Source: an optimization exercise on an open RTL-to-GDS flow (aim: small area). Production flows keep margins and buffers that such runs may drop. Function was checked by simulation only, so behaviour that the tests miss may differ from the original. Power figures rest on the tool's default switching activity, not on a simulated workload.

Setup of run F:
Design uart_ip_top, start of the top module:
module uart_ip_top (
    sys_clk,
    reset,
    din,
    ri,
    si,
    tx,
    dout,
    ro,
    so,
    rx
);
    input           sys_clk;
    input           reset;
    input   [0:7]   din;
    input           si;
    output          ri;
    output          tx;
    output  [0:7]   dout;
    input           ro;
    output          so;
    input           rx;
    reg     [8:0]   tq;
    wire    [8:0]   tc = tq ^ 9'b001010100;
    wire            bit_tick = tc[8] & ~tc[7] & tc[6] & ~tc[5] & tc[4] & ~tc[3] & tc[2] & ~tc[0];
    wire            tc_two   = tc[8] & ~tc[7] & ~tc[5] & tc[4] & ~tc[3] & ~tc[2] & ~tc[1] & tc[0];
    always @(posedge sys_clk, posedge reset)
        if (reset)  tq <= 9'd0;
        else        tq <= {tc[7:0], tc[8] ^ tc[3] ^ bit_tick} ^ 9'b001010100;
    reg     [0:7]   tmem [0:15];
    reg     [3:0]   twpos;
    reg     [3:0]   trpos;
    reg             tlastw;
    wire            t_eq   = (twpos == trpos);
    wire            t_full = t_eq & tlastw;
    wire            t_ne   = ~t_eq | tlastw;
    integer         ti;
    assign ri = si & ~t_full;
    always @(posedge sys_clk)
        for (ti = 0; ti < 16; ti = ti + 1)
            tmem[ti] <= ~((ri && twpos == ti) ? ((ti % 2) ? ~din : din) : tmem[(ti + 15) % 16]);
    always @(posedge sys_clk, posedge reset)
        if (reset)  twpos <= 4'd0;
  ...
Size in the first run: roughly 790 cells after synthesis, ~330 flip-flops, roughly 24 I/O pins, roughly 9600 um^2 of cells after synthesis.
Settings: LEC_CHECK=0, CAP_MARGIN=20, CORE_MARGIN=2, CORE_UTILIZATION=60, SLEW_MARGIN=20; clock period 20.0 ns.
standard.sh (not shown) runs the stock make flow with config.mk's settings and CLKGATE_MAP_FILE= SYNTH_SCRIPT=/design/flow/synth_recipe.tcl, a recipe that flattens the netlist after the stock synthesis.
==> flow/flow/run.sh <==
#!/bin/bash
# Own layout flow: the standard layout (standard.sh), with these changes.
#  1. Synthesis is ORFS's (synth_recipe.tcl, unchanged), but ABC maps the
#     logic with an area-only script (flow/abc_map.script, ABC amap) in place of
#     ORFS's delay-oriented abc_speed.script. Flip-flops are mapped by
#     dfflibmap before ABC runs, so the registers are the standard ones.
#     Adders are left to ABC as plain logic (no ADDER_MAP_FILE cells and no
#     Kogge-Stone carry map), which ABC maps smaller for this design.
#  2. Port buffers use the smallest buffer cell.
#  3. Clock tree synthesis without dummy loads.
# Each tool's output goes to a log file in this folder.
set -euo pipefail
here=$(pwd)
rm -rf "$here/scripts_abc"
cp -r "$FLOW_HOME/scripts" "$here/scripts_abc"
cp "$here/flow/abc_map.script" "$here/scripts_abc/abc_speed.script"
bash standard.sh SCRIPTS_DIR="$here/scripts_abc" ADDER_MAP_FILE= SYNTH_OPERATIONS_ARGS=-nofsm synth > "$here/synth.log" 2>&1
cts="-sink_clustering_enable -repair_clock_nets -dont_use_dummy_load"
cts="$cts -sink_clustering_size $(cat flow/cts_size) -sink_clustering_max_diameter $(cat flow/cts_diam)"
cts="$cts -buf_list $(cat flow/cts_buf)"
bash standard.sh BUFFER_PORTS_ARGS="-buffer_cell sky130_fd_sc_hd__buf_1" CTS_ARGS="$cts" > "$here/layout.log" 2>&1
test -s out/final.def
==> flow/flow/abc_map.script <==
strash
ifraig
scorr
dc2
strash
dch
amap -F 4 -A 8
topo
stime -c
==> flow/flow/cts_buf <==
sky130_fd_sc_hd__clkbuf_4
==> flow/flow/cts_diam <==
100
==> flow/flow/cts_size <==
10
Run F was carried through to the last stage, and its layout satisfied the timing, design-rule and antenna checks.
Here is what was changed in the inputs of run D compared with run F.
==> flow/flow/run.sh <==
#!/bin/bash
# Own layout flow: the standard layout (standard.sh), with these changes.
#  1. Synthesis is ORFS's (synth_recipe.tcl, unchanged), but ABC maps the
#     logic with an area-only script (flow/abc_map.script, ABC amap) in
#     place of ORFS's delay-oriented abc_speed.script. Flip-flops are mapped
#     by dfflibmap before ABC runs, so the registers are the standard ones.
#     Adders are left to ABC as plain logic (no ADDER_MAP_FILE cells and no
#     Kogge-Stone carry map), which ABC maps smaller for this design.
#  2. Port buffers use the smallest buffer cell.
#  3. Clock tree: clkbuf_8 buffers, clusters of up to 20 registers within
#     100 um, and no dummy loads.
# Each tool's output goes to a log file in this folder (synth.log,
# layout.log; ORFS's per-step logs are under orfs/logs).
set -euo pipefail
here=$(pwd)
rm -rf "$here/scripts_abc"
cp -r "$FLOW_HOME/scripts" "$here/scripts_abc"
cp "$here/flow/abc_map.script" "$here/scripts_abc/abc_speed.script"
bash standard.sh SCRIPTS_DIR="$here/scripts_abc" ADDER_MAP_FILE= SYNTH_OPERATIONS_ARGS=-nofsm synth > "$here/synth.log" 2>&1
cts="-sink_clustering_enable -repair_clock_nets -dont_use_dummy_load"
cts="$cts -sink_clustering_size 20 -sink_clustering_max_diameter 100"
cts="$cts -buf_list sky130_fd_sc_hd__clkbuf_8"
bash standard.sh BUFFER_PORTS_ARGS="-buffer_cell sky130_fd_sc_hd__buf_1" CTS_ARGS="$cts" > "$here/layout.log" 2>&1
test -s out/final.def
removed: flow/flow/cts_buf
removed: flow/flow/cts_diam
removed: flow/flow/cts_size
### Flow results
Summary of run D over run F: setup slack moved up; cell area level; count of clock-buffer cells in the layout moved down. Delta (run D minus run F): clock skew now sits higher, share of the final layout cell area in sequential cells comparable, internal power level. Looking at total routed wirelength across run D and run F, the one that comes out lower is run D. Summary of run D over run F: area added between synthesis and finish level; global-route wire length before repair fell by 1.6%; post-layout net count shows a reduction of 18; count of placed standard cells in the final layout, fillers left out now sits lower.

## afterwards: timing with drivers on the ports
The results above use ideal ports. As a check the final layouts listed here were re-extracted and re-timed, cells and wires unchanged. Step 1 sets driving cells, clkbuf_16 on the clock port and buf_2 on the other inputs (assumed; they add their load-dependent delay and slew). Step 2 also shifts input and output timing later by t, the mid clock arrival at the registers, as if the neighbouring blocks saw the same clock. Slacks: no drivers / after step 1 / after step 2; pairs: no drivers / after step 1.
run | shift t [ns] | setup slack, ns | worst setup path at the end | worst data-port slew with drivers (ns)
run F | 0.659 | 11.141 / 11.118 / 11.118 | input to output | 0.03
run D | 0.545 | 11.145 / 11.123 / 11.123 | input to output | 0.03
After both steps every run listed still meets setup and hold. For run F, which loses most, drivers alone change the setup slack by -0.023 ns; drivers and shift together by -0.023 ns.
